What follows belongs to an exercise in optimizing a design on an open flow for small area; a production flow would make more cautious choices. The RTL was checked by simulation tests, not by an equivalence proof against the original design. In every run shown here, the design's own scripts or RTL, not TritonCTS, make the clock network. The clock input has no modelled driver; a real chip could not lean on it and would need a root buffer or a full tree. No activity file was given, so power comes from the tool's default toggle rates.

==> design.v <==
module demo(input clk, rst_n, reset,
            input [3:0] input_ones, input [3:0] input_tens, input confirm1, confirm2,
            output [3:0] COM, output [6:0] seg,
            output reg [3:0] score, output reg [3:0] remaining_guesses,
            output reg beep);
  reg [14:0] lf;
  reg tog;
  wire [14:0] TERM = 15'b000010000101001;
  wire [14:0] TMASK = 15'b111110011111111;
  wire term = ((lf ^ TERM) & TMASK) == 15'd0;
  wire step = term & ~tog;
  wire kn = ~rst_n | term;
  wire fb = lf[14] ^ lf[7];
  reg [2:0] cs;
  wire sel0 = ~cs[2] & ~cs[0];
  wire sel1 = ~cs[1] &  cs[0];
  wire sel2 = ~cs[2] &  cs[1];
  wire sel3 =  cs[2] &  cs[0];
  assign COM = {~sel3, ~sel2, ~sel1, ~sel0};
  reg [3:0] digit;
  reg [3:0] max_ones, max_tens, min_ones;
  reg [2:0] min_tens;
  reg started;     
  reg won;         
  reg pending;     
  reg [3:0] g1;    
  wire [3:0] q = digit;
  wire blank = q[3] & (q[2] | q[1]);
  wire n0 = ~q[3] & ~q[2] & ~q[1] & ~q[0];
  wire n1 = ~q[3] & ~q[2] & ~q[1] &  q[0];
  wire n2 = ~q[3] & ~q[2] &  q[1] & ~q[0];
  wire n3 = ~q[3] & ~q[2] &  q[1] &  q[0];
  wire n4 = ~q[3] &  q[2] & ~q[1] & ~q[0];
  wire n5 = ~q[3] &  q[2] & ~q[1] &  q[0];
  wire n6 = ~q[3] &  q[2] &  q[1] & ~q[0];
  wire n7 = ~q[3] &  q[2] &  q[1] &  q[0];
  wire n9 =  q[3] & ~q[2] & ~q[1] &  q[0];
  assign seg[6] = blank | n1 | n4;
  assign seg[5] = blank | n5 | n6;
  assign seg[4] = blank | n2;
  assign seg[3] = blank | n1 | n4 | n7;
  assign seg[2] = blank | n1 | n3 | n4 | n5 | n7 | n9;
  assign seg[1] = blank | n1 | n2 | n3 | n7;
  assign seg[0] = blank | n0 | n1 | n7;
  wire start   = reset | won;
  wire compare = confirm2 & (confirm1 | pending);
  wire [3:0] go = confirm1 ? input_ones : g1;
  wire [3:0] gt_ = input_ones;
  wire t7 = gt_[2] & gt_[1] & gt_[0];
  wire gt77 = gt_[3] | (t7 & go[3]);
  wire lt77 = ~gt_[3] & ~(t7 & (go[3] | (go[2] & go[1] & go[0])));
  wire nz = |{gt_, go};
  wire gt = started ? gt77 : nz;
  wire lt = started & lt77;
  wire eq = ~gt & ~lt;
  wire hit = (score == 4'd5) | (remaining_guesses == 4'd0);
  wire clr = confirm1 & reset & (score[3] | (score[2] & (score[1] | score[0])));
  wire ld_max = compare & gt;
  wire ld_min = compare & lt;
  wire lm = rst_n & ld_max;
  wire hm = rst_n & ~ld_max & ~start;
  wire sm = rst_n & ~ld_max & start;
  wire ln = rst_n & ld_min;
  wire hn = rst_n & ~ld_min & ~start;
  wire [3:0] nmax_o = ({4{lm}} & go)  | ({4{hm}} & max_ones) | {sm, 2'b00, sm};
  wire [3:0] nmax_t = ({4{lm}} & gt_) | ({4{hm}} & max_tens) | {sm, 2'b00, sm};
  wire [3:0] nmin_o = ({4{ln}} & go)  | ({4{hn}} & min_ones);
  wire [2:0] nmin_t = ({3{ln}} & gt_[2:0]) | ({3{hn}} & min_tens);
  wire selh = cs[1] & ~cs[0];
  wire e0 = rst_n & sel0, e1 = rst_n & sel1, e2 = rst_n & sel2, e3 = rst_n & sel3,
       eh = rst_n & selh;
  wire [3:0] ndigit = ({4{e0}} & {1'b0, min_tens}) | ({4{e1}} & min_ones) |
                      ({4{e2}} & max_tens) | ({4{e3}} & max_ones) | ({4{eh}} & digit);
  always @(posedge clk) begin
    if (!rst_n) begin
      cs <= 3'b000;
      tog <= 1'b0;
      started <= 1'b0; won <= 1'b0; pending <= 1'b0;
      score <= 4'd0; remaining_guesses <= 4'd0; beep <= 1'b0;
    end else begin
      if (step) cs <= {cs[1] & cs[0], cs[0], ~cs[2]};
      tog <= tog ^ term;
      if (start) started <= 1'b1;
      if (compare) remaining_guesses <= remaining_guesses - 4'd1;
      else if (start) remaining_guesses <= 4'd2;
      won <= compare & eq;
      pending <= (confirm1 | pending) & ~confirm2;
      if (clr & hit) score <= 4'd0;
      else if (compare & eq) score <= score + 4'd1;
      beep <= hit & ~clr;
    end
    if (confirm1) g1 <= input_ones;
    digit <= ndigit;
    max_ones <= nmax_o; max_tens <= nmax_t; min_ones <= nmin_o; min_tens <= nmin_t;
    lf <= {~lf[13:0], fb} & {15{~kn}};
  end
endmodule
==> flow/run.sh <==
#!/bin/bash
# Own layout flow: the standard synthesis, then its combinational logic re-mapped by ABC for
# area (registers kept as the standard synthesis made them), then the standard layout steps
# with the ports buffered by the smallest buffer.
set -euo pipefail
W=$(pwd)
R=$W/orfs/results/sky130hd/demo/base
LIB=$FLOW_HOME/platforms/sky130hd/lib/sky130_fd_sc_hd__tt_025C_1v80.lib

bash standard.sh synth > $W/synth.log 2>&1

cp $R/1_2_yosys.v $W/std_netlist.v
LIBF=$LIB IN_V=$W/std_netlist.v OUT_V=$W/remap_raw.v ABC_SCRIPT=$W/flow/remap.abc \
  DONT_USE="sky130_fd_sc_hd__probe_p_8 sky130_fd_sc_hd__probec_p_8 sky130_fd_sc_hd__lpflow_*" \
  yosys -c $W/flow/remap.tcl > $W/remap.log 2>&1
python3 $W/flow/fixports.py $W/remap_raw.v $W/remap.v > $W/fixports.log 2>&1
cp $W/remap.v $R/1_2_yosys.v
rm -f $R/1_synth.odb $R/1_synth.sdc

FLOW_CLKBUF=sky130_fd_sc_hd__clkbuf_8 FLOW_CLKGROUPS=3 bash standard.sh "BUFFER_PORTS_ARGS=-buffer_cell sky130_fd_sc_hd__buf_1" \
  "PRE_CTS_TCL=$W/flow/clkbuf.tcl" finish > $W/layout.log 2>&1
==> flow/clkbuf.tcl <==
# Clock distribution in place of TritonCTS (sourced as the PRE_CTS hook): split the registers
# into FLOW_CLKGROUPS groups (strips by x; 2 x 2 for four groups), drive each group from one
# clock buffer placed at its centre, and let the clock port drive only those buffers.
set block [ord::get_db_block]
set clknet [$block findNet clk]
set master [[ord::get_db] findMaster $::env(FLOW_CLKBUF)]
set k $::env(FLOW_CLKGROUPS)
set sinks {}
foreach it [$clknet getITerms] {
  set loc [[$it getInst] getLocation]
  lappend sinks [list $it [lindex $loc 0] [lindex $loc 1]]
}
set s [lsort -integer -index 1 $sinks]
set n [llength $s]
set groups {}
if {$k == 4} {
  set h [expr {$n / 2}]
  foreach half [list [lrange $s 0 [expr {$h - 1}]] [lrange $s $h end]] {
    set t [lsort -integer -index 2 $half]
    set m [expr {[llength $t] / 2}]
    lappend groups [lrange $t 0 [expr {$m - 1}]] [lrange $t $m end]
  }
} else {
  for {set i 0} {$i < $k} {incr i} {
    lappend groups [lrange $s [expr {$i * $n / $k}] [expr {($i + 1) * $n / $k - 1}]]
  }
}
set j 0
foreach g $groups {
  set buf [odb::dbInst_create $block $master clkbuf_leaf_$j]
  set net [odb::dbNet_create $block clknet_leaf_$j]
  $net setSigType CLOCK
  set xs 0; set ys 0
  foreach e $g {
    set it [lindex $e 0]
    incr xs [lindex $e 1]; incr ys [lindex $e 2]
    $it disconnect
    $it connect $net
  }
  [$buf findITerm A] connect $clknet
  [$buf findITerm X] connect $net
  set m [llength $g]
  $buf setLocation [expr {$xs / $m}] [expr {$ys / $m}]
  $buf setPlacementStatus PLACED
  puts "clock buffer $j ($::env(FLOW_CLKBUF)) drives $m registers"
  incr j
}
set_propagated_clock [all_clocks]
# the tree is built: make the step's clock_tree_synthesis call a no-op
rename clock_tree_synthesis {}
proc clock_tree_synthesis {args} { puts "clock tree already built by clkbuf.tcl" }
==> flow/fixports.py <==
# Replace "assign PORT = {nets};" aliases left by the remap with the port bits themselves.
import re, sys
src = open(sys.argv[1]).read()
sub = {}
def decl_width(name):
    m = re.search(r'output\s+\[(\d+):(\d+)\]\s+' + re.escape(name) + r'\s*;', src)
    return (int(m.group(1)), int(m.group(2))) if m else None
out_lines = []
for line in src.split('\n'):
    m = re.match(r'\s*assign\s+(\w+)\s*=\s*(.+);\s*$', line)
    if m:
        port, rhs = m.group(1), m.group(2).strip()
        w = decl_width(port)
        nets = [x.strip() for x in rhs.strip('{}').split(',')] if rhs.startswith('{') else [rhs]
        if w is None:
            assert len(nets) == 1
            names = [port]
        else:
            hi, lo = w
            assert len(nets) == hi - lo + 1, line
            names = ['%s[%d]' % (port, i) for i in range(hi, lo - 1, -1)]
        for n, p in zip(nets, names):
            assert re.fullmatch(r'_\d+_', n), line
            assert n not in sub
            sub[n] = p
        continue
    out_lines.append(line)
res = '\n'.join(out_lines)
for n, p in sub.items():
    res = re.sub(r'\bwire ' + n + r';\n', '', res)
    res = re.sub(r'(?<![\w$\\])' + n + r'(?![\w$])', p, res)
assert 'assign' not in res
open(sys.argv[2], 'w').write(res)
==> flow/remap.abc <==
&get -n
&st
&deepsyn -T 60
&nf -R 1000
&put
topo
==> flow/remap.tcl <==
yosys -import
set lib $::env(LIBF)
read_liberty -ignore_miss_func $lib
read_verilog $::env(IN_V)
hierarchy -top demo
# keep the sequential cells as they are, turn every other cell into logic
setattr -mod -set keep_hierarchy 1 sky130_fd_sc_hd__df* sky130_fd_sc_hd__edf* sky130_fd_sc_hd__sdf* sky130_fd_sc_hd__sedf* sky130_fd_sc_hd__dl* sky130_fd_sc_hd__conb_1
flatten
yosys rename -hide w:*.*
opt_clean -purge
set du {}
foreach c $::env(DONT_USE) { lappend du -dont_use $c }
abc -liberty $lib {*}$du -script $::env(ABC_SCRIPT)
opt_clean -purge
hilomap -singleton -hicell sky130_fd_sc_hd__conb_1 HI -locell sky130_fd_sc_hd__conb_1 LO
opt_clean -purge
stat -liberty $lib demo
blackbox sky130_fd_sc_hd__*
write_verilog -noattr -nohex -nodec $::env(OUT_V)
==> standard.sh <==
#!/bin/bash
# synth_recipe.tcl (not shown) runs the flow's synth.tcl, then flattens the netlist and writes it again
# the make line also repeats each setting of config.mk as NAME=value (left out here)
make -C /OpenROAD-flow-scripts/flow DESIGN_CONFIG=/design/flow/config.mk WORK_HOME=/design/flow/orfs CLKGATE_MAP_FILE= SYNTH_SCRIPT=/design/flow/synth_recipe.tcl "${@:-finish}"
==> config.mk <==
export PLATFORM = sky130hd
export DESIGN_NAME = demo
export DESIGN_NICKNAME = demo
export VERILOG_FILES = /design/flow/design.v
export SDC_FILE = /design/flow/constraint.sdc
export NUM_CORES = 4
export LEC_CHECK = 0
export CAP_MARGIN = 20
export CORE_AREA = 2 2 64 64
export DIE_AREA = 0 0 66 66
export SLEW_MARGIN = 20
==> constraint.sdc <==
create_clock -name core_clock -period 5.0 [get_ports {clk}]
set_input_delay 1.0000 -clock core_clock [delete_from_list [all_inputs] [get_ports {clk}]]
set_output_delay 1.0000 -clock core_clock [all_outputs]
set_load 0.01 [all_outputs]
==> metrics.cfg, run 1 <==
[outcome]
status=complete, no violations

[placed_design]
port_buffers=28
place_area_um2=2096
place_hpwl_um=2778
routabilityCongestion=0.7290

[timing]
whs_ns=0.3874
skew_ns=0.004680
finalHoldViolations=0
rsz0062_at_grt=no
setup_viol=0
final_max_slew_viol_count=0
slew_headroom_pct=56.00
period_needed_ns=2.957
tns_ns=0
worstMarginPinSlew_ns=0.6546
fin_crit_sh_pct=59.14
max_freq_mhz=338.2

[pwr]
internal_power_uw=528.4
switching_share_pct=21.72
switchingPower_uw=146.6
power_leakage_uw=0.0008043
seq_power_share_pct=69.1
pwr-share-clk_pct=23.2
comb_power_share_pct=7.7
worst_ir_drop_vdd_uv=359.7
total_power_uw=675.0
p_per_area_nw_per_um2=314.9

[worst_setup_path]
cp_data_arrival_time_ns=3.05
worst_r2r_endpoint=score[3]
worst-path-max-fanout=10
r2r_setup_slack_ns=3.01
critPathLaunchType=input port
cp-end-kind=flip-flop
rr_worst_depth=8
criticalPathCategory=input port to flip-flop
crit_required_ns=5.10
reg2reg_from=g1[3]

[grt]
track_usage_pct=17.95
grt_pass1_wl_um=6396
grt_max_degree=19
grt_pass1_vias=1401
antenna_found_initial=0
overflow=0

[synth]
netlist_instances=198
syn_avg_cell_area_um2=9.751
netlist_area_um2=1931
yosys_warnings=1
synth_fp_nets=211

[die]
die_height_um=66
die_x_um=66
rows=22
start_util_pct=52.34
ios=33
dieArea_um2=4356
core_area_um2=3689

[hold_path]
holdCritStartpoint=lf[9]
holdPathStages=1
holdPathEnd=lf[10]
hp-class=flip-flop to flip-flop

[final_layout]
final_nets=244
antenna_cells=0
drive_above_1_share_pct=1.747
fin_util_pct=58.11
design_area_um2=2143
synthToLayoutAreaGrowth_pct=11.02

[job]
maxCapViolCount=0

[routing]
via_per_inst=5.581
final_antenna_net_count=0
wirelength_um=3707
wl_per_cell_um=13.38
firstDrtPassIters=5
drt_iter0_markers=83
dr_total_vias=1546
drc=0

[cts]
post-cts-setup-buffers=0
path_clk_slew_ns=0.10
cts_hold_buffers=0
clock_latency_ns=0.16
postCtsResizedCells=0

routing by layer:
layer,vias to the layer above,global-route usage [%],part of all wire (%)
li1,790,-,-
met1,727,24.35,48
met2,25,32.70,48
met3,4,1.363,3.3
met4,0,1.276,0.73
met5,-,0,0
how the worst max path moves through the flow:
| stage | startpoint | end | slack [ns] | depth (start not counted) |
|---|---|---|---|---|
| after global routing | confirm1 | score[3] | 1.83 | 9 |
| final | confirm1 | score[3] | 2.04 | 9 |
| after floorplan | confirm1 | score[3] | 2.60 | 8 |
| after detailed placement | rst_n | min_ones[1] | 1.71 | 4 |
| after CTS | rst_n | min_ones[1] | 1.90 | 4 |
| after global placement | rst_n | min_ones[2] | 1.82 | 4 |
layout make-up:
type | instances | area, um^2
fill | 345 | 1545
sequential | 54 | 1081
multi-input combinational | 136 | 825.8
timing repair buffer | 28 | 105.1
tap | 48 | 60.06
buffer | 3 | 41.29
inverter | 8 | 30.03
flip-flops by register name (all words and copies together) (netlist names), 3 cells and up:
register           flops
cs                     3
digit                  4
g1                     4
lf                    15
max_ones               4
max_tens               4
min_ones               4
min_tens               3
remaining_guesses      4
score                  4
metrics by stage:
stage,setup WS [ns],cells
4_1_cts,1.896,277
3_3_place_gp,1.822,274
3_5_place_dp,1.708,274
6_report,2.043,277
2_1_floorplan,2.596,198
5_1_grt,1.832,277
power groups by stage:
stage | Sequential, uW | Clock, uW | Combinational [uW]
after floorplan | 474 | 0 | 32.6
after global placement | 476 | 0 | 50.1
after detailed placement | 476 | 0 | 51.4
after CTS | 467 | 162 | 51.7
after global routing | 470 | 173 | 58.9
final | 466 | 157 | 51.7
worst max-delay path, cell delays in order:
cell,delay [ns]
buf_1,0.37
mux2_1,0.43
nand2b_1,0.10
nand2_1,0.07
a211oi_1,0.42
and3_1,0.28
and2_0,0.20
o21bai_1,0.08
a21oi_1,0.11
layout by cell type (no fill, tap or decap):
cell type / n
nor2_1: 32
a21oi_1: 8
o21bai_1: 2
nor3_1: 9
nor4_1: 3
nand3_1: 5
nor4_2: 1
nand3b_1: 1
clkinv_1: 8
a222oi_1: 3
buf_1: 28
a31oi_1: 1
clkbuf_8: 3
a22o_1: 12
dfxtp_1: 54
o221a_1: 4
a32o_1: 1
a22oi_1: 5
a311oi_1: 1
mux2_1: 4
nand4b_1: 1
and3_1: 1
o21ai_0: 14
o21a_1: 2
o2111a_1: 1
or3_1: 2
nor4b_1: 1
nand2b_1: 2
and2_0: 4
nand2_1: 9
nor2b_1: 4
xor2_1: 2
a211oi_1: 1
==> inputs of run 2 (changes only) <==
--- a/flow/run.sh
+++ b/flow/run.sh
@@ -1,7 +1,10 @@
 #!/bin/bash
 # Own layout flow: the standard synthesis, then its combinational logic re-mapped by ABC for
 # area (registers kept as the standard synthesis made them), then the standard layout steps
-# with the ports buffered by the smallest buffer.
+# with the ports buffered by the smallest buffer and, in place of TritonCTS, three clock
+# buffers that each drive a third of the registers (flow/clkbuf.tcl, the PRE_CTS hook).
+# Each tool's output goes to its own log here: synth.log, remap.log, fixports.log, layout.log
+# (and ORFS's own per-step logs under orfs/logs).
 set -euo pipefail
 W=$(pwd)
 R=$W/orfs/results/sky130hd/demo/base
--- a/config.mk
+++ b/config.mk
@@ -6,6 +6,6 @@
 export NUM_CORES = 4
 export LEC_CHECK = 0
 export CAP_MARGIN = 20
-export CORE_AREA = 2 2 64 64
-export DIE_AREA = 0 0 66 66
+export CORE_AREA = 2 2 60 60
+export DIE_AREA = 0 0 62 62
 export SLEW_MARGIN = 20
==> metrics.cfg, run 2 <==
[routing]
final_antenna_net_count=0  ; unchanged
wirelength_um=3788  ; +2.2%
wl_per_cell_um=13.77  ; +2.9%
via_per_inst=5.611  ; +0.53%
drt_iter0_markers=147  ; +77%
dr_total_vias=1543  ; -0.19%
firstDrtPassIters=4  ; -1
drc=0  ; unchanged

[synth]
netlist_instances=198  ; unchanged
netlist_area_um2=1931  ; unchanged
syn_avg_cell_area_um2=9.751  ; unchanged
synth_fp_nets=211  ; unchanged
yosys_warnings=1  ; unchanged

[worst_setup_path]
worstPathCellList=buf_1 -> mux2_1 -> nand2b_1 -> nand2_1 -> a211oi_1 -> and3_1 -> and2_0 -> o21bai_1 -> a21oi_1
crit_required_ns=5.09  ; about the same
criticalPathCategory=input port to flip-flop
slowest_stage=mux2_1
critPathLaunchType=input port
cp-end-kind=flip-flop
worst-path-max-fanout=10  ; unchanged
cp_data_arrival_time_ns=3.03  ; -0.02 ns
critical_path.max_stage_delay_ns=0.43  ; about the same

[job]
maxCapViolCount=0  ; unchanged

[final_layout]
num-fill-cells=279  ; -19%
largest_reg_flops=15  ; unchanged
antenna_cells=0  ; unchanged
fin_util_pct=65.18  ; +7.1 points
final_cells=275  ; -0.72%
layout_commonest_cell=dfxtp_1
design_area_um2=2141  ; -0.12%
final_cell_mix=dfxtp_1 (54), nor2_1 (32), buf_1 (28)
drive_above_1_share_pct=1.747  ; unchanged
synthToLayoutAreaGrowth_pct=10.89
final_nets=244  ; unchanged
largest-register=lf

[timing]
period_needed_ns=2.934  ; -0.02320 ns
worstMarginPinSlew_ns=0.6504  ; -0.004195 ns
finalHoldViolations=0  ; unchanged
setup_viol=0  ; unchanged
skew_ns=0.01248  ; +0.007800 ns
max_freq_mhz=340.9  ; +0.79%
fin_crit_sh_pct=58.67  ; -0.46 points
slew_headroom_pct=56.28  ; +0.28 points
rsz0062_at_grt=no
final_max_slew_viol_count=0  ; unchanged
tns_ns=0  ; unchanged

[grt]
overflow=0  ; unchanged
antenna_found_initial=0  ; unchanged
grt_max_degree=19  ; unchanged
track_usage_pct=19.97  ; +2.0 points
grt_pass1_vias=1352  ; -3.5%
grt_pass1_wl_um=5954  ; -6.9%

[die]
rows=21  ; -4.5%
start_util_pct=58.78  ; +6.4 points
ios=33  ; unchanged
dieArea_um2=3844  ; -12%
die_x_um=62  ; -6.1%
core_area_um2=3284  ; -11%
die_height_um=62  ; -6.1%

[placed_design]
port_buffers=28  ; unchanged
dp.cells=272  ; -0.73%
routabilityCongestion=0.7888  ; +8.2%
place_area_um2=2093  ; -0.12%
place_hpwl_um=2831  ; +1.9%

[pwr]
power_leakage_uw=0.0008043  ; unchanged
worst_ir_drop_vdd_uv=290.9  ; -19%
p_per_area_nw_per_um2=316.2  ; +0.39%

[outcome]
status=complete, no violations

[cts]
post-cts-setup-buffers=0  ; unchanged
cts_hold_buffers=0  ; unchanged
path_clk_slew_ns=0.09  ; about the same
postCtsResizedCells=0  ; unchanged
clock_latency_ns=0.16  ; about the same

[hold_path]
hp-class=flip-flop to flip-flop

run 2: cell counts in the layout (fill, tap and decap cells not counted):
Identical to the previous run, type by type.
run 2: cell type report:
cell class | count | area [um^2] | area share (%)
timing repair buffer | 28 | 105.1 | 4.909
buffer | 3 | 41.29 | 1.929
sequential | 54 | 1081 | 50.50
inverter | 8 | 30.03 | 1.403
tap | 46 | 57.56 | 2.688
multi-input combinational | 136 | 825.8 | 38.57
run 2: power by group:
group          total [uW]  leakage (uW)  switching [uW]  internal, uW
Sequential            467      0.000445            14.2           452
Combinational        52.1      0.000338            31.9          20.1
Clock                 158     0.0000216             102          55.9
run 2: routing by layer:
metal / GRT usage, % / wire (um) / share of wire [%]
met5: 0 / 0 / 0
met4: 2.128 / 32 / 0.84
met3: 1.242 / 115 / 3.0
met2: 38.10 / 1929 / 51
met1: 25.36 / 1711 / 45
run 2: stage by stage:
stage	power (uW)	hold slack (ns)	setup slack (ns)
2_1_floorplan	506.9	0.3682	2.596
3_3_place_gp	525.2	0.3707	1.800
3_5_place_dp	528.0	0.3903	1.751
4_1_cts	681.0	0.4028	1.942
5_1_grt	704.2	0.4139	1.822
6_report	676.8	0.3996	2.066
run 2: worst paths after layout:
check             depth (start not counted)  slack (ns)  endpoint  startpoint
setup / recovery                          9        2.07  score[3]    confirm1
hold reg to reg                           1        0.40    lf[10]       lf[9]
hold / removal                            1        0.40    lf[10]       lf[9]
setup reg to reg                          7        3.01  score[3]       g1[2]
run 2: worst max-delay path: cells and delay by family:
| kind | cells | cell delay [ns] |
|---|---|---|
| compound gates | 3 | 0.61 |
| buf+inv | 1 | 0.35 |
| mux | 1 | 0.43 |
| simple gates | 4 | 0.62 |

-- port drivers added, routing unchanged --
The flow's constraints put no driver on any port. The routed layouts listed below were extracted and timed again, unchanged, in two steps. Step 1: set_driving_cell puts a clkbuf_16 on clk and a buf_2 on each other input, an assumption about the parent block. Step 2 also shifts input and output timing later by t, the mid clock arrival at the registers, as if the neighbouring blocks saw the same clock. Slacks: ideal ports / drivers / drivers and shift; pairs: ideal ports / drivers.
run | t, ns | setup slack, ns | worst data-port slew with drivers (ns)
run 1 | 0.199 | 2.043 / 2.063 / 1.865 | 0.03
run 2 | 0.199 | 2.066 / 2.082 / 1.884 | 0.03
After both steps setup and hold are still met in every run listed. For run 2, which loses most, drivers alone change the setup slack by +0.016 ns; drivers and shift together by -0.182 ns.
